Source: an optimization exercise on an open RTL-to-GDS flow (aim: small area and a short achievable clock period). Production flows keep margins and buffers that such runs may drop.
No run shown here included a check of the RTL's function; only the layout flow was run.

**flow/design.v**
```verilog
module KalmanFilter(
    input clk,
    input reset,
    input valid_in,
    input [7:0] z_k,
    output reg [7:0] x_k
);
    reg [1:0] state;   
    reg [1:0] pidx;    
    wire [2:0] rz0, rz1, rz2, rz3;
    wire [4:0] dx1, dx2, dx3;
    kf_r0 uz0(.v(z_k), .o(rz0));
    kf_r1 uz1(.v(z_k), .o(rz1));
    kf_r2 uz2(.v(z_k), .o(rz2));
    kf_r3 uz3(.v(z_k), .o(rz3));
    kf_d1 ux1(.v(x_k), .o(dx1));
    kf_d2 ux2(.v(x_k), .o(dx2));
    kf_d3 ux3(.v(x_k), .o(dx3));
    reg [2:0] rz;
    reg [4:0] dx;
    reg [7:0] gz;
    always @* begin
        case (pidx)
            2'd0: begin rz = rz0; dx = 5'b10101; gz = z_k >> 3; end
            2'd1: begin rz = rz1; dx = dx1;      gz = z_k >> 5; end
            2'd2: begin rz = rz2; dx = dx2;      gz = 8'd0;     end
            default: begin rz = rz3; dx = dx3;   gz = 8'd0;     end
        endcase
    end
    wire [7:0] c = (x_k >> 1) + {{3{dx[4]}}, dx};
    wire [7:0] zh = z_k >> 1;
    wire [7:0] s1 = c ^ zh ^ gz;
    wire [7:0] c1 = ((c & zh) | (c & gz) | (zh & gz)) << 1;
    wire [7:0] r8 = {5'd0, rz};
    wire [7:0] s2 = s1 ^ c1 ^ r8;
    wire [7:0] c2 = ((s1 & c1) | (s1 & r8) | (c1 & r8)) << 1;
    wire [7:0] x_next = s2 + c2;
    always @(posedge clk) begin
        if (reset) begin
            x_k   <= 8'd70;
            pidx  <= 2'd0;
            state <= 2'd0;
        end else begin
            if (state != 2'd0 || valid_in)
                state <= state + 2'd1;
            if (state == 2'd3) begin
                x_k <= x_next;
                if (pidx != 2'd3)
                    pidx <= pidx + 2'd1;
            end
        end
    end
endmodule
module kf_r0(input [7:0] v, output [2:0] o);
  wire new_n12, new_n13, new_n14, new_n15, new_n16, new_n17, new_n19, new_n20, new_n21, new_n22, new_n23, new_n24, new_n25, new_n26, new_n27, new_n28, new_n29, new_n30, new_n31, new_n32, new_n33, new_n34, new_n35, new_n36, new_n37, new_n38, new_n39, new_n40, new_n42, new_n43, new_n44, new_n45, new_n46, new_n47, new_n48, new_n49, new_n50, new_n51, new_n52, new_n53, new_n54, new_n55, new_n56, new_n57, new_n58, new_n59, new_n60, new_n61, new_n62, new_n63, new_n64, new_n65, new_n66, new_n67, new_n68, new_n69, new_n70, new_n71, new_n72, new_n73, new_n74, new_n75, new_n76, new_n77, new_n78;
  assign new_n12 = ~v[4] & ~v[3];
  assign new_n13 = ~v[1] & ~new_n12;
  assign new_n14 = v[0] & ~new_n13;
  assign new_n15 = ~v[5] & v[2];
  assign new_n16 = ~v[7] & ~v[6];
  assign new_n17 = new_n15 & new_n16;
  assign o[2] = new_n14 & new_n17;
  assign new_n19 = ~v[4] & v[1];
  assign new_n20 = v[5] & ~new_n19;
  assign new_n21 = v[0] & ~new_n20;
  assign new_n22 = v[4] & ~v[1];
  assign new_n23 = ~v[5] & ~new_n22;
  assign new_n24 = v[1] & new_n12;
  assign new_n25 = ~v[0] & ~new_n23;
  assign new_n26 = ~new_n24 & new_n25;
  assign new_n27 = v[2] & ~new_n26;
  assign new_n28 = ~new_n21 & ~new_n27;
  assign new_n29 = v[2] & new_n14;
  assign new_n30 = v[6] & ~new_n29;
  assign new_n31 = v[6] & v[5];
  assign new_n32 = ~new_n30 & ~new_n31;
  assign new_n33 = ~new_n28 & new_n32;
  assign new_n34 = v[4] & v[3];
  assign new_n35 = v[1] & ~new_n34;
  assign new_n36 = ~v[2] & ~v[0];
  assign new_n37 = new_n31 & new_n36;
  assign new_n38 = ~new_n35 & new_n37;
  assign new_n39 = ~v[7] & ~new_n38;
  assign new_n40 = ~new_n33 & ~new_n39;
  assign o[1] = ~o[2] & ~new_n40;
  assign new_n42 = v[7] & ~new_n36;
  assign new_n43 = ~v[0] & ~new_n12;
  assign new_n44 = new_n15 & ~new_n43;
  assign new_n45 = ~v[7] & ~v[0];
  assign new_n46 = ~v[5] & ~new_n45;
  assign new_n47 = new_n35 & new_n46;
  assign new_n48 = v[2] & ~v[1];
  assign new_n49 = ~v[5] & ~v[1];
  assign new_n50 = ~v[7] & ~new_n49;
  assign new_n51 = ~new_n48 & ~new_n50;
  assign new_n52 = ~v[0] & ~new_n35;
  assign new_n53 = ~new_n51 & new_n52;
  assign new_n54 = ~new_n42 & ~new_n44;
  assign new_n55 = ~new_n47 & new_n54;
  assign new_n56 = ~new_n53 & new_n55;
  assign new_n57 = new_n30 & new_n56;
  assign new_n58 = ~v[5] & ~new_n34;
  assign new_n59 = ~new_n13 & new_n58;
  assign new_n60 = ~v[6] & new_n21;
  assign new_n61 = v[7] & ~new_n60;
  assign new_n62 = ~new_n31 & new_n36;
  assign new_n63 = ~new_n59 & new_n62;
  assign new_n64 = ~new_n61 & new_n63;
  assign new_n65 = ~v[7] & v[6];
  assign new_n66 = ~new_n19 & new_n65;
  assign new_n67 = v[7] & ~v[6];
  assign new_n68 = v[5] & new_n22;
  assign new_n69 = ~new_n67 & new_n68;
  assign new_n70 = ~new_n66 & ~new_n69;
  assign new_n71 = ~v[0] & ~new_n70;
  assign new_n72 = ~v[5] & ~new_n65;
  assign new_n73 = new_n14 & new_n72;
  assign new_n74 = ~new_n71 & ~new_n73;
  assign new_n75 = v[2] & ~new_n74;
  assign new_n76 = ~new_n28 & new_n67;
  assign new_n77 = ~new_n57 & ~new_n64;
  assign new_n78 = ~new_n75 & ~new_n76;
  assign o[0] = new_n77 & new_n78;
endmodule
module kf_r1(input [7:0] v, output [2:0] o);
  wire new_n13, new_n14, new_n15, new_n16, new_n17, new_n18, new_n19, new_n20, new_n21, new_n22, new_n24, new_n25;
  assign new_n13 = v[7] & ~v[3];
  assign new_n14 = v[6] & ~v[2];
  assign new_n15 = v[5] & ~v[1];
  assign new_n16 = ~new_n14 & ~new_n15;
  assign new_n17 = ~v[7] & v[3];
  assign new_n18 = ~v[6] & v[2];
  assign new_n19 = ~new_n17 & ~new_n18;
  assign new_n20 = ~new_n16 & new_n19;
  assign new_n21 = ~new_n13 & ~new_n20;
  assign new_n22 = v[4] & v[0];
  assign o[1] = new_n21 & new_n22;
  assign new_n24 = ~v[4] & ~v[0];
  assign new_n25 = ~new_n21 & new_n24;
  assign o[0] = ~o[1] & ~new_n25;
  assign o[2] = 1'b0;
endmodule
module kf_r2(input [7:0] v, output [2:0] o);
  wire new_n13, new_n14, new_n15, new_n16, new_n17, new_n18, new_n20, new_n21, new_n22, new_n23;
  assign new_n13 = v[6] & v[0];
  assign new_n14 = ~v[5] & ~v[4];
  assign new_n15 = ~v[3] & ~v[2];
  assign new_n16 = ~v[1] & new_n15;
  assign new_n17 = new_n14 & new_n16;
  assign new_n18 = v[7] & new_n13;
  assign o[1] = ~new_n17 & new_n18;
  assign new_n20 = ~v[7] & ~new_n13;
  assign new_n21 = ~v[6] & ~v[0];
  assign new_n22 = new_n17 & new_n21;
  assign new_n23 = ~o[1] & ~new_n20;
  assign o[0] = ~new_n22 & new_n23;
  assign o[2] = 1'b0;
endmodule
module kf_r3(input [7:0] v, output [2:0] o);
  assign o[0] = v[7] & v[0];
  assign o[2] = 1'b0;
  assign o[1] = 1'b0;
endmodule
module kf_d1(input [7:0] v, output [4:0] o);
  wire new_n14, new_n15, new_n16, new_n18, new_n19, new_n20, new_n21, new_n22, new_n24, new_n25, new_n26, new_n27, new_n28, new_n29, new_n30, new_n31, new_n32, new_n34, new_n35, new_n36, new_n37, new_n38, new_n39, new_n40, new_n41;
  assign new_n14 = ~v[4] & v[0];
  assign new_n15 = ~v[6] & ~v[5];
  assign new_n16 = ~v[7] & new_n14;
  assign o[4] = ~new_n15 | ~new_n16;
  assign new_n18 = v[3] & ~new_n14;
  assign new_n19 = v[4] & ~v[0];
  assign new_n20 = new_n15 & ~new_n19;
  assign new_n21 = ~new_n18 & new_n20;
  assign new_n22 = v[7] & ~new_n21;
  assign o[2] = o[4] & ~new_n22;
  assign new_n24 = ~v[7] & ~new_n14;
  assign new_n25 = ~new_n18 & ~new_n24;
  assign new_n26 = v[2] & ~new_n25;
  assign new_n27 = v[3] & new_n24;
  assign new_n28 = ~new_n19 & ~new_n27;
  assign new_n29 = ~new_n26 & new_n28;
  assign new_n30 = ~v[5] & new_n29;
  assign new_n31 = v[6] & ~new_n30;
  assign new_n32 = new_n20 & new_n25;
  assign o[1] = ~new_n31 & ~new_n32;
  assign new_n34 = ~v[6] & ~new_n25;
  assign new_n35 = new_n29 & ~new_n34;
  assign new_n36 = ~v[6] & v[2];
  assign new_n37 = ~v[1] & ~new_n36;
  assign new_n38 = new_n28 & new_n37;
  assign new_n39 = v[5] & ~new_n38;
  assign new_n40 = ~new_n35 & new_n39;
  assign new_n41 = new_n30 & ~new_n34;
  assign o[0] = ~new_n40 & ~new_n41;
  assign o[3] = o[4];
endmodule
module kf_d2(input [7:0] v, output [4:0] o);
  wire new_n14, new_n15, new_n16, new_n17, new_n18, new_n19, new_n20, new_n21, new_n23;
  assign new_n14 = v[6] & ~v[0];
  assign new_n15 = ~v[5] & ~v[4];
  assign new_n16 = ~v[3] & ~v[2];
  assign new_n17 = ~v[1] & new_n16;
  assign new_n18 = ~new_n14 & new_n15;
  assign new_n19 = new_n17 & new_n18;
  assign new_n20 = ~v[6] & v[0];
  assign new_n21 = v[7] & ~new_n20;
  assign o[4] = ~new_n19 & new_n21;
  assign new_n23 = ~v[7] & new_n20;
  assign o[0] = o[4] | new_n23;
  assign o[3] = o[4];
  assign o[2] = o[4];
  assign o[1] = o[4];
endmodule
module kf_d3(input [7:0] v, output [4:0] o);
  assign o[0] = ~v[7] & v[0];
  assign o[4] = 1'b0;
  assign o[3] = 1'b0;
  assign o[2] = 1'b0;
  assign o[1] = 1'b0;
endmodule
```
**flow/flow/run.sh**
```bash
#!/bin/bash
# Standard layout, but with small plain buffers on the ports.
cat standard.sh > standard_sh_copy.log
export BUFFER_PORTS_ARGS="-buffer_cell sky130_fd_sc_hd__buf_2"
bash standard.sh > standard.log 2>&1
```
**flow/standard.sh**
```bash
#!/bin/bash
# synth_recipe.tcl (not shown) runs the flow's synth.tcl, then flattens the netlist and writes it again
# the make line also repeats each setting of config.mk as NAME=value (left out here)
make -C /OpenROAD-flow-scripts/flow DESIGN_CONFIG=/design/flow/config.mk WORK_HOME=/design/flow/orfs CLKGATE_MAP_FILE= SYNTH_SCRIPT=/design/flow/synth_recipe.tcl "${@:-finish}"
```
**flow/config.mk**
```make
export PLATFORM = sky130hd
export DESIGN_NAME = KalmanFilter
export DESIGN_NICKNAME = KalmanFilter
export VERILOG_FILES = /design/flow/design.v
export SDC_FILE = /design/flow/constraint.sdc
export NUM_CORES = 4
export LEC_CHECK = 0
export CAP_MARGIN = 20
export CORE_MARGIN = 2
export CORE_UTILIZATION = 40
export SLEW_MARGIN = 20
```
**flow/constraint.sdc**
```tcl
create_clock -name core_clock -period 40.0 [get_ports {clk}]
set_input_delay 8.0000 -clock core_clock [delete_from_list [all_inputs] [get_ports {clk}]]
set_output_delay 8.0000 -clock core_clock [all_outputs]
set_load 0.01 [all_outputs]
```
==> out/metrics.cfg, run 1 <==
[cts]
clkLatencyLatePin_ps=240
clk_path_buf_depth=2
cts_max_level=1
clockRootBuffer=clkbuf_8
cts_buffers=3
cts_post_setup_buffers_inserted=0
tritoncts=done
clkSinkCount=12
cts.clk_slew.worst_paths_ps=50
cts_hold_buf=0
cts_resized=0

[job]
drv_cap=0

[route]
drc=0
drtPass1Iterations=4
first_iter_violations=141
ant_nets=0
num_vias=1874
drt-wirelength-per-cell_um=14.54
viasPerCell=5.577
routed_wirelength_mm=4.886

[setup_path]
critical_path.slowest_cell=fa_1
path_buf_inv=2
worst_setup_path_end_kind=flip-flop
path_cells=buf_2 -> inv_1 -> maj3_2 -> maj3_2 -> and4_1 -> a21oi_1 -> o32ai_1 -> fa_1 -> ha_1 -> fa_1 -> a211oi_1 -> o21bai_1 -> a211oi_1 -> nor3_1 -> o21ai_0 -> o311ai_0
cpLargestDelayFamily=adder cells
startpoint=z_k[6]
r2r_cells=20
worst_path_largest_cell_delay_ps=470
rrSetupSlack_ps=34550
cp-start-kind=input pin
crit_arrival_ps=11620
cp-endpoint=x_k[7]
crit_type=input pin to flip-flop
cp.depth=16
cp_data_required_time_ps=40110
cp_max_fo=11
r2r-end=x_k[7]
r2r-start=x_k[2]

[placement]
place_inst=333
pre_cts_ws_ps=28240
hpwl_mm=3.913
gp_congestion=0.8512
portBuffers=18

[logic_synthesis]
synth-async-reset-ratio_pct=0
ys_ff_latch=12
synth-edff-count=0
syn_area_per_cell_um2=7.733
synth-warning-count=1
ys.flop_type=dfxtp_1
seq_area_frac_synth_pct=11.95
synthDistinctLibCells=48
synth_top_area_cell=ha_1
synth_nets=306
syn_area_um2=2011
syn_inst=260
ys_top_cells_by_area=ha_1 16%, dfxtp_1 12%, fa_1 9.0%
netlist.area_leader.share_pct=16.18

[timing]
tns_ps=0
setup_viol=0
tightest_slew_ps=710.1
finalCritPeriodShare_pct=28.78
final-hold-violation-count=0
skew_ps=4.498
drv_slew=0
fin_crit_ps=11510
max_freq_mhz=86.88
rsz0062_at_grt=false
whs_ps=528.3
worst_slack_ps=28490
slew_headroom_pct=52.04

[min_path]
hp-class=flip-flop to flip-flop
hold_path_depth=2

[cells_and_area]
stdcell_count=336
finalNetCount=317
antenna_cells=0
drive_gt1_share_pct=10.78
area_growth_pct=8.276

[die]
die_h_um=74.90
die_width_um=74.90
rows=25
die-area_um2=5610
ios=19
core_area_um2=4786
start_util_pct=42.01

[global_route]
grt_pass1_wl_mm=8.273
track_usage_pct=19.27
gr-total-overflow=0
grt_max_degree=19
grt_pass1_vias=1712
antenna_found_initial=0

[run_status]
outcome=no timing/DRC/antenna violations

-- final cells by class --
| class | count | area (um^2) |
|---|---|---|
| fill | 521 | 2609 |
| tap | 67 | 83.83 |
| timing repair buffer | 18 | 90.09 |
| sequential | 12 | 240.2 |
| inverter | 27 | 101.3 |
| clock buffer | 3 | 41.29 |
| multi-input combinational | 209 | 1620 |
-- synth_stat cells, drive strengths merged (3+ instances only) --
cell and number:
a21oi 27, inv 27, ha 26, nor2 22
nand2 16, dfxtp 12, o21ai 11, maj3 10
fa 9, xnor2 9, clkbuf 8, nand2b 6
nor2b 6, nor3 6, a21o 5, o211ai 5
buf 4, mux2i 4, a211o 3, a211oi 3
a22oi 3, o21bai 3, o311ai 3, xor2 3
-- logic make-up after synthesis --
| kind of cell | share of synthesized area, % |
|---|---|
| xor gates and xnor gates | 5.228 |
| muxes | 1.991 |
| buffers and inverters | 7.467 |
| DFF | 11.95 |
| adders and majority gates | 30.43 |
| and+or+nand+nor | 15.87 |
| AOI/OAI and AO/OA | 27.07 |
-- sequential cells by signal, indices dropped and copies added (netlist names) --
signal and count:
pidx 2, state 2, x_k 8
-- cell usage in the layout, fill, tap and decap left out, types with 2 or more instances in the layout --
cell      instances
a211o_1           3
a211oi_1          3
a21o_1            5
a21oi_1          27
a22oi_1           3
a311oi_1          2
a31oi_1           2
and3_1            2
buf_2            18
clkbuf_8          3
dfxtp_1          12
fa_1              9
ha_1             26
inv_1            26
maj3_1            5
maj3_2            5
mux2i_1           4
nand2_1          16
nand2b_1          5
nand3_1           2
nor2_1           22
nor2b_1           6
nor3_1            6
o211ai_1          5
o21a_1            2
o21ai_0          11
o21bai_1          3
o311ai_0          3
o31ai_1           2
o32ai_1           2
o41ai_1           2
or3_1             2
xnor2_1           9
xor2_1            3
-- tightest hold or removal path, cell delays in order, from the launching register on --
cell and delay, ps:
dfxtp_1 340, mux2i_1 80, nor2_1 70
-- worst min-delay path by stage --
| stage | startpoint | slack, ps | end |
|---|---|---|---|
| global route | state[0] | 590 | state[0] |
| CTS | state[1] | 540 | state[1] |
| floorplan | state[1] | 490 | state[1] |
| finish | state[1] | 530 | state[1] |
| global placement | state[1] | 510 | state[1] |
| detailed placement | state[1] | 530 | state[1] |
-- metrics by stage --
step / cell area [um^2] / utilization (%)
after floorplan: 2011 / -
after global placement: 2136 / 44.63
after detailed placement: 2136 / 44.63
after CTS: 2177 / 45.49
after global routing: 2177 / 45.49
final: 2177 / 45.49
-- layer usage --
layer | share of wire (%) | wire, um | GRT usage [%]
met5 | 0 | 0 | 0
met2 | 46 | 2259 | 29.92
met1 | 47 | 2275 | 27.60
met4 | 1.9 | 91 | 5.754
met3 | 5.3 | 259 | 2.945
==> inputs of run 2 (changes only) <==
--- a/flow/config.mk
+++ b/flow/config.mk
@@ -5,6 +5,7 @@
 export SDC_FILE = /design/flow/constraint.sdc
 export NUM_CORES = 4
 export LEC_CHECK = 0
+export ABC_AREA = 1
 export CAP_MARGIN = 20
 export CORE_MARGIN = 2
 export CORE_UTILIZATION = 40
==> run 2 against run 1 <==
Net effect:
- register-to-register slack improved by 940 ps
- die area decreased by 2.1%
- core utilization increased by 0.15 points
- via count increased by 4.7%
==> out/metrics.cfg, run 2 <==
[cts]
tritoncts=done
cts_post_setup_buffers_inserted=0  ; unchanged
cts_buffers=3  ; unchanged
clkSinkCount=12  ; unchanged
clk_path_buf_depth=2  ; unchanged
cts.clk_slew.worst_paths_ps=60  ; about the same
cts_hold_buf=0  ; unchanged
clockRootBuffer=clkbuf_8
cts_resized=0  ; unchanged
clkLatencyLatePin_ps=240  ; about the same
cts_max_level=1  ; unchanged

[setup_path]
cp.depth=17  ; +1
crit_arrival_ps=10880  ; -740 ps
worst_setup_path_end_kind=flip-flop
cp_common_cell=inv_1
startpoint=z_k[6]
rrSetupSlack_ps=35490  ; +940 ps
r2r-end=x_k[7]
path_cells=buf_2 -> inv_1 -> o22ai_1 -> inv_1 -> fa_1 -> inv_1 -> fa_1 -> ha_1 -> fa_1 -> inv_1 -> nor3_1 -> nor2_1 -> nand3_1 -> nand3_1 -> nand3_1 -> nand2_1 -> inv_1
cpLargestDelayFamily=adder cells
crit_type=input pin to flip-flop
cp-endpoint=x_k[7]
cp_max_fo=7  ; -4
r2r_cells=24  ; +20%
cp_data_required_time_ps=40140  ; +30 ps
critical_path.slowest_cell=fa_1
cp-start-kind=input pin
worst_path_largest_cell_delay_ps=480  ; about the same
r2r-start=x_k[3]
path_buf_inv=6  ; +4

[logic_synthesis]
syn_inst=303  ; +17%
syn_area_per_cell_um2=6.491  ; -16%
synth-compound-area-share_pct=19.47  ; -7.6 points
synth_simple_gate_area_share_pct=25.83  ; +10 points
netlist.area_leader.share_pct=16.54  ; +0.36 points
synthTopCellsByCount=59 x nand2_1, 48 x inv_1, 33 x a21oi_1
synthAdderAreaFrac_pct=25.70  ; -4.7 points
synthDistinctLibCells=34  ; -29%
synth-async-reset-ratio_pct=0  ; unchanged
synth-edff-count=0  ; unchanged
ys_ff_latch=12  ; unchanged
synth-warning-count=1  ; unchanged
synthMuxAreaShare_pct=0  ; -2.0 points
syn_area_um2=1967  ; -2.2%
synth_top_family_by_area=simple AND/OR/NAND/NOR gates
synth_nets=349  ; +14%
synth_top_area_cell=ha_1
ys.flop_type=dfxtp_1
ys_top_cells_by_area=ha_1 17%, dfxtp_1 12%, nand2_1 11%
synth_xor_area_share_pct=4.453  ; -0.77 points
synth_most_common_cell=nand2_1
seq_area_frac_synth_pct=12.21  ; +0.27 points

[cells_and_area]
fill_cells=509  ; -2.3%
drive_gt1_share_pct=11.29  ; +0.50 points
seqCellArea_um2=240.2  ; unchanged
antenna_cells=0  ; unchanged
final_util_pct=45.64  ; +0.15 points
final_cell_mix=59 x nand2_1, 48 x inv_1, 33 x a21oi_1, 26 x ha_1, 21 x nand3_1
regMostFlops=x_k
final_common_cell=nand2_1
final_area_um2=2156  ; -0.98%
largest_reg_flops=8  ; unchanged
stdcell_count=386  ; +15%
area_growth_pct=9.606
finalNetCount=366  ; +15%
largestRegisters=x_k (8), pidx (2), state (2)
multi_input_area_um2=1484  ; -8.4%

[min_path]
hold_path_depth=2  ; unchanged
hp-class=flip-flop to flip-flop

[timing]
slew_headroom_pct=74.52  ; +22 points
fin_crit_ps=10730  ; -778.9 ps
finalCritPeriodShare_pct=26.83  ; -1.9 points
drv_slew=0  ; unchanged
max_freq_mhz=93.18  ; +7.3%
tns_ps=0  ; unchanged
skew_ps=4.865  ; +0.3667 ps
final-hold-violation-count=0  ; unchanged
setup_viol=0  ; unchanged
tightest_slew_ps=381.7  ; -328.3 ps
whs_ps=481.8  ; -46.54 ps
worst_slack_ps=29270  ; +778.9 ps
rsz0062_at_grt=false

[global_route]
grt_pass1_wl_mm=8.190  ; -1.0%
track_usage_pct=19.01  ; -0.26 points
grt_pass1_vias=1771  ; +3.4%
grt_use_met3_pct=1.897  ; -1.0 points
gr-total-overflow=0  ; unchanged
grt_max_degree=13  ; -6
antenna_found_initial=0  ; unchanged
busiest_layer=met2
use_met1_pct=27.72  ; +0.12 points
met2_usage_pct=30.06  ; +0.14 points

[placement]
hpwl_mm=3.999  ; +2.2%
dpl_cell_area_um2=2101  ; -1.6%
pre_cts_ws_ps=29030  ; +792.4 ps
place_inst=382  ; +15%
portBuffers=18  ; unchanged
gp_congestion=0.8653  ; +1.7%

[route]
first_iter_violations=194  ; +38%
drc=0  ; unchanged
drt-wirelength-per-cell_um=12.60  ; -13%
num_vias=1962  ; +4.7%
viasPerCell=5.083  ; -8.9%
drtPass1Iterations=4  ; unchanged
routed_wirelength_mm=4.863  ; -0.47%
ant_nets=0  ; unchanged

[die]
die_width_um=74.12  ; -1.0%
core_area_um2=4723  ; -1.3%
start_util_pct=41.64  ; -0.37 points
die-area_um2=5494  ; -2.1%
ios=19  ; unchanged
die_h_um=74.12  ; -1.0%
rows=25  ; unchanged

[job]
drv_cap=0  ; unchanged

[run_status]
outcome=no timing/DRC/antenna violations

[run 2: cell count changes after synthesis, moves of 8 or more]
cell,change
nand2_1,+43
inv_1,+22
nand3_1,+19
clkbuf_1,-8
[run 2: worst reg2reg max path, delay by kind of cell (launching register included)]
kind,cells,cell delay [ps]
fa+ha+maj,6,2320
simple gates,10,960
flops,1,440
buf+inv,6,420
compound gates,2,270
[run 2: worst min path at each step]
stage | start | endpoint
floorplan | state[1] | state[1]
global route | state[1] | state[1]
CTS | state[1] | state[1]
detailed placement | state[1] | state[1]
finish | state[1] | state[1]
global placement | state[1] | state[1]
[run 2: logic make-up after synthesis]
kind of cell / Yosys count
simple gates: 116
compound gates: 70
buf+inv: 60
fa+ha+maj: 35
flops: 12
xor+xnor: 10
[run 2: metal layers]
metal	vias to the layer above	share of wire [%]
met5	-	0
met4	0	1.3
met3	7	4.2
met2	46	45
met1	883	49
li1	1026	-
[run 2: final cells by class]
class	instances	area share [%]
Inverter	54	9.402
Timing Repair Buffer	18	4.179
Sequential cell	12	11.14
Tap cell	67	3.889
Clock buffer	4	2.554
Multi-Input combinational cell	231	68.83
==> inputs of run 3 (changes only) <==
--- a/flow/config.mk
+++ b/flow/config.mk
@@ -8,5 +8,5 @@
 export ABC_AREA = 1
 export CAP_MARGIN = 20
 export CORE_MARGIN = 2
-export CORE_UTILIZATION = 40
+export CORE_UTILIZATION = 70
 export SLEW_MARGIN = 20
==> run 3 against run 2 <==
Net effect:
- still clean on timing, DRC and antenna
- setup slack lost 7.3 ps
- worst hold slack gained 3.9 ps
- clock skew grew 2.4 ps
- via count grew 7.2%
- synthesized cell count is the same
- register-to-register slack lost 60 ps
- count of clock-buffer cells in the layout is the same
- critical path type unchanged
- largest cell class unchanged
==> out/metrics.cfg, run 3 <==
[cts]
cts_hold_buf=0  ; unchanged
clkLatencyLatePin_ps=280  ; +40 ps
cts_max_level=1  ; unchanged
cts_post_setup_buffers_inserted=0  ; unchanged
clk_path_buf_depth=2  ; unchanged
clkSinkCount=12  ; unchanged
cts_resized=0  ; unchanged
cts.clk_slew.worst_paths_ps=80  ; +20 ps
cts_buffers=3  ; unchanged
tritoncts=done
clockRootBuffer=clkbuf_4

[route]
drt-wirelength-per-cell_um=14.43  ; +15%
first_iter_violations=225  ; +16%
drc=0  ; unchanged
drtPass1Iterations=5  ; +1
routed_wirelength_mm=5.049  ; +3.8%
viasPerCell=6.011  ; +18%
num_vias=2104  ; +7.2%
ant_nets=0  ; unchanged

[cells_and_area]
final_area_um2=2092  ; -3.0%
area_growth_pct=6.362
final_common_cell=nand2_1
drive_gt1_share_pct=11.29  ; unchanged
largestRegisters=x_k (8), pidx (2), state (2)
regMostFlops=x_k
finalNetCount=366  ; unchanged
final_cell_mix=59 x nand2_1, 48 x inv_1, 33 x a21oi_1, 26 x ha_1, 21 x nand3_1
antenna_cells=0  ; unchanged
multi_input_area_um2=1484  ; unchanged
seqCellArea_um2=240.2  ; unchanged
largest_reg_flops=8  ; unchanged
final_util_pct=77.19  ; +32 points
fill_cells=205  ; -60%

[logic_synthesis]
syn_area_um2=1967  ; unchanged
netlist.area_leader.share_pct=16.54  ; unchanged
synth_most_common_cell=nand2_1
synth-async-reset-ratio_pct=0  ; unchanged
syn_inst=303  ; unchanged
ys_top_cells_by_area=ha_1 17%, dfxtp_1 12%, nand2_1 11%
synth_top_area_cell=ha_1
synth-warning-count=1  ; unchanged
syn_area_per_cell_um2=6.491  ; unchanged
ys.flop_type=dfxtp_1
ys_ff_latch=12  ; unchanged
synth_nets=349  ; unchanged
synth-edff-count=0  ; unchanged
seq_area_frac_synth_pct=12.21  ; unchanged
synthDistinctLibCells=34  ; unchanged
synthTopCellsByCount=59 x nand2_1, 48 x inv_1, 33 x a21oi_1

[die]
die-area_um2=3250  ; -41%
start_util_pct=72.58  ; +31 points
die_h_um=57.01  ; -23%
die_width_um=57.01  ; -23%
rows=19  ; -24%
core_area_um2=2710  ; -43%
ios=19  ; unchanged

[setup_path]
crit_type=input pin to flip-flop
critical_path.slowest_cell=fa_1
cp_data_required_time_ps=40180  ; +40 ps
cp-start-kind=input pin
worst_path_largest_cell_delay_ps=450  ; -30 ps
path_cells=buf_2 -> inv_2 -> nand2_1 -> a21oi_1 -> a21oi_1 -> o21ai_1 -> nand3_1 -> a21oi_1 -> fa_1 -> ha_1 -> fa_1 -> inv_1 -> nor3_1 -> nor2_1 -> nand3_1 -> nand3_1 -> nand3_1 -> nand2_1 -> inv_1
crit_arrival_ps=10920  ; +40 ps
worst_setup_path_end_kind=flip-flop
cp_max_fo=6  ; -1
cp_common_cell=nand3_1

[placement]
dpl_cell_area_um2=2056  ; -2.1%
gp_congestion=1.083  ; +25%
portBuffers=18  ; unchanged
hpwl_mm=4.050  ; +1.3%

[timing]
slew_headroom_pct=74.87  ; +0.35 points
max_freq_mhz=93.12  ; about the same
fin_crit_ps=10740  ; +7.300 ps
drv_slew=0  ; unchanged
finalCritPeriodShare_pct=26.85  ; about the same
whs_ps=485.7  ; +3.927 ps
final-hold-violation-count=0  ; unchanged
tns_ps=0  ; unchanged
skew_ps=7.279  ; +2.414 ps
tightest_slew_ps=376.5  ; -5.230 ps
rsz0062_at_grt=false
setup_viol=0  ; unchanged

[global_route]
grt_max_degree=13  ; unchanged
grt_pass1_vias=1810  ; +2.2%
grt_use_met3_pct=10.43  ; +8.5 points
use_met1_pct=45.27  ; +18 points
met2_usage_pct=49.43  ; +19 points
gr-total-overflow=0  ; unchanged
antenna_found_initial=0  ; unchanged
grt_pass1_wl_mm=8.162  ; -0.34%
busiest_layer=met2
track_usage_pct=32.01  ; +13 points

[job]
drv_cap=0  ; unchanged

[min_path]
hp-class=flip-flop to flip-flop

[run_status]
outcome=no timing/DRC/antenna violations

run 3: changes by cell type in the layout (fill, tap and decap cells not counted):
cell,before,now
clkbuf_4,0,3
clkbuf_8,4,1
run 3: cell type report:
cell class / instances / share of cell area [%]
clock buffers: 4 / 1.734
inverters: 54 / 9.689
repair buffers: 18 / 4.306
flip-flops and latches: 12 / 11.48
multi-input cells: 231 / 70.93
well taps: 31 / 1.854
run 3: worst max-delay path: cells and delay by family:
kind                     cells  cell delay (ps)
buffers and inverters        4              380
AO/OA/AOI/OAI                4              740
AND/OR/NAND/NOR              8              730
adder cells (fa/ha/maj)      3             1080
run 3: final timing paths:
path / startpoint / end / slack, ps / cells past startpoint
max: z_k[4] / x_k[7] / 29260 / 19
min: state[1] / state[1] / 490 / 2
max reg2reg: pidx[0] / x_k[7] / 35430 / 23
min reg2reg: state[1] / state[1] / 490 / 2
run 3: logic make-up (layout without fill, tap and decap cells):
kind of cell    after synthesis  in the layout  share of synthesized area (%)
xor+xnor                     10             10                          4.453
simple gates                116            116                          25.83
compound gates               70             70                          19.47
buf+inv                      60             76                          12.34
fa+ha+maj                    35             35                          25.70
flops                        12             12                          12.21
run 3: routing by layer:
metal | vias up | share of wire (%)
li1 | 1028 | -
met1 | 940 | 42
met2 | 122 | 44
met3 | 14 | 12
met4 | 0 | 1.6
met5 | - | 0
run 3: metrics by stage:
step                      setup slack, ps  instances
after floorplan                     29490        303
after global placement              29140        346
after detailed placement            29050        346
after CTS                           29340        350
after global routing                29030        350
final                               29260        350
==> inputs of run 4 (changes only) <==
--- a/flow/config.mk
+++ b/flow/config.mk
@@ -8,5 +8,6 @@
 export ABC_AREA = 1
 export CAP_MARGIN = 20
 export CORE_MARGIN = 2
-export CORE_UTILIZATION = 70
+export CORE_UTILIZATION = 40
+export CTS_BUF_LIST = sky130_fd_sc_hd__clkbuf_4
 export SLEW_MARGIN = 20
==> run 4 against run 3 <==
Net effect:
- core utilization shrank 32 points
- setup slack gained 35 ps
- clock skew grew 3.9 ps
- final cell count grew 10%
- first-iteration DRC count shrank 17%
- die area grew 69%
- highest routed layer unchanged
==> out/metrics.cfg, run 4 <==
[cts]
clockRootBuffer=clkbuf_4
clkLatencyLatePin_ps=280  ; about the same
cts_post_setup_buffers_inserted=0  ; unchanged
cts_hold_buf=0  ; unchanged
clk_path_buf_depth=2  ; unchanged
clkSinkCount=12  ; unchanged
cts_buffers=3  ; unchanged
cts_resized=0  ; unchanged
tritoncts=done
cts_max_level=1  ; unchanged
cts.clk_slew.worst_paths_ps=80  ; about the same

[die]
rows=25  ; +6
die_h_um=74.12  ; +30%
die-area_um2=5494  ; +69%
ios=19  ; unchanged
start_util_pct=41.64  ; -31 points
die_width_um=74.12  ; +30%
core_area_um2=4723  ; +74%

[route]
viasPerCell=5.140  ; -14%
drt-wirelength-per-cell_um=12.54  ; -13%
ant_nets=0  ; unchanged
drc=0  ; unchanged
drtPass1Iterations=4  ; -1
routed_wirelength_mm=4.840  ; -4.1%
first_iter_violations=186  ; -17%
num_vias=1984  ; -5.7%

[logic_synthesis]
synth-async-reset-ratio_pct=0  ; unchanged
ys_top_cells_by_area=ha_1 17%, dfxtp_1 12%, nand2_1 11%
netlist.area_leader.share_pct=16.54  ; unchanged
synthTopCellsByCount=59 x nand2_1, 48 x inv_1, 33 x a21oi_1
synth_nets=349  ; unchanged
synth-edff-count=0  ; unchanged
ys.flop_type=dfxtp_1
syn_inst=303  ; unchanged
syn_area_per_cell_um2=6.491  ; unchanged
synth-warning-count=1  ; unchanged
seq_area_frac_synth_pct=12.21  ; unchanged
syn_area_um2=1967  ; unchanged
synthDistinctLibCells=34  ; unchanged
ys_ff_latch=12  ; unchanged
synth_top_area_cell=ha_1
synth_most_common_cell=nand2_1

[timing]
slew_headroom_pct=73.95  ; -0.91 points
skew_ps=11.20  ; +3.924 ps
max_freq_mhz=93.42  ; +0.33%
rsz0062_at_grt=false
tightest_slew_ps=390.2  ; +13.69 ps
finalCritPeriodShare_pct=26.76  ; -0.088 points
tns_ps=0  ; unchanged
drv_slew=0  ; unchanged
fin_crit_ps=10700  ; -35.10 ps
worst_slack_ps=29300  ; +35.10 ps
final-hold-violation-count=0  ; unchanged
setup_viol=0  ; unchanged

[setup_path]
crit_type=input pin to flip-flop
r2r-end=x_k[7]
crit_arrival_ps=10890  ; -30 ps
cp-start-kind=input pin
r2r-start=x_k[3]
path_cells=buf_2 -> inv_1 -> o22ai_1 -> inv_1 -> fa_1 -> inv_1 -> fa_1 -> ha_1 -> fa_1 -> inv_1 -> nor3_1 -> nor2_1 -> nand3_1 -> nand3_1 -> nand3_1 -> nand2_1 -> inv_1
critical_path.slowest_cell=fa_1
cp_data_required_time_ps=40190  ; about the same
worst_path_largest_cell_delay_ps=480  ; +30 ps
cp_common_cell=inv_1
path_buf_inv=6  ; +2
cp.depth=17  ; -2
cpLargestDelayFamily=adder cells
startpoint=z_k[6]
cp-endpoint=x_k[7]
cp_max_fo=7  ; +1
rrSetupSlack_ps=35470  ; +40 ps
worst_setup_path_end_kind=flip-flop
r2r_cells=24  ; +4.3%

[cells_and_area]
final_common_cell=nand2_1
largest_reg_flops=8  ; unchanged
final_cell_mix=59 x nand2_1, 48 x inv_1, 33 x a21oi_1, 26 x ha_1, 21 x nand3_1
antenna_cells=0  ; unchanged
drive_gt1_share_pct=10.97  ; -0.31 points
stdcell_count=386  ; +10%
multi_input_area_um2=1484  ; unchanged
fill_cells=514  ; +150%
regMostFlops=x_k
largestRegisters=x_k (8), pidx (2), state (2)
area_growth_pct=8.143
seqCellArea_um2=240.2  ; unchanged
final_area_um2=2127  ; +1.7%
finalNetCount=366  ; unchanged

[min_path]
hp-class=flip-flop to flip-flop
worstHoldStart=state[1]

[run_status]
outcome=no timing/DRC/antenna violations

[placement]
gp_congestion=0.8653  ; -20%
place_inst=382  ; +10%
portBuffers=18  ; unchanged
hpwl_mm=3.999  ; -1.3%
dpl_cell_area_um2=2101  ; +2.2%
pre_cts_ws_ps=29030  ; -17.20 ps

[global_route]
grt_pass1_wl_mm=8.176  ; +0.17%
grt_pass1_vias=1778  ; -1.8%
antenna_found_initial=0  ; unchanged
grt_max_degree=13  ; unchanged
track_usage_pct=18.96  ; -13 points
gr-total-overflow=0  ; unchanged

[job]
drv_cap=0  ; unchanged

run 4: layout make-up:
class | count | share of cell area (%)
multi-input combinational | 231 | 69.76
sequential | 12 | 11.29
inverter | 54 | 9.529
timing repair buffer | 18 | 4.235
tap | 67 | 3.941
clock buffer | 3 | 1.059
clock inverter | 1 | 0.1765
run 4: per-stage QoR:
step	hold WS, ps	util (%)
after floorplan	450.5	-
after global placement	467.0	44.48
after detailed placement	473.8	44.48
after CTS	485.0	45.03
after global routing	534.5	45.03
final	481.1	45.03
run 4: logic make-up (layout without fill, tap and decap cells):
kind of cell	count (synthesis)	count (layout)	share of synthesized area [%]
AO/OA/AOI/OAI	70	70	19.47
XOR/XNOR	10	10	4.453
adder cells (fa/ha/maj)	35	35	25.70
buffers and inverters	60	76	12.34
flip-flops	12	12	12.21
AND/OR/NAND/NOR	116	116	25.83
run 4: per-layer routing:
metal,vias up,global-route usage (%),routed length (um)
met2,61,29.96,2171
li1,1029,-,-
met1,887,27.64,2347
met3,7,1.897,258
met4,0,4.848,63
met5,-,0,0
run 4: worst min path at each step:
stage               endpoint  slack [ps]  cells after the start
floorplan           state[1]         450                      2
global placement    state[1]         470                      2
detailed placement  state[1]         470                      2
CTS                 state[1]         480                      2
global route        state[1]         530                      2
finish              state[1]         480                      2
run 4: worst reg2reg max path: cells and delay by family (launching register included):
family,cells,cell delay [ps]
AND/OR/NAND/NOR,10,950
AO/OA/AOI/OAI,2,270
buffers and inverters,6,430
adder cells (fa/ha/maj),6,2320
flip-flops,1,440

what the ideal ports hide:
The results above use ideal ports. As a check the final layouts listed here were re-extracted and re-timed, cells and wires unchanged.
Step 1: set_driving_cell puts a clkbuf_16 on clk and a buf_2 on each other input, an assumption about the parent block.
Step 2 also shifts input and output timing later by t, the mid clock arrival at the registers, as if the neighbouring blocks saw the same clock.
Three values: ideal ports, drivers, drivers and shift; two values: the first two.
| run | t (ns) | setup slack, ns | worst setup path at the end |
|---|---|---|---|
| run 1 | 0.267 | 28.489 / 28.494 / 28.227 | input to register |
| run 2 | 0.261 | 29.268 / 29.264 / 29.004 | input to register |
| run 3 | 0.292 | 29.261 / 29.260 / 28.968 | input to register |
| run 4 | 0.291 | 29.296 / 29.290 / 28.998 | input to register |
After both steps setup and hold are still met in every run listed. For run 4, which loses most, drivers alone change the setup slack by -0.006 ns; drivers and shift together by -0.298 ns.
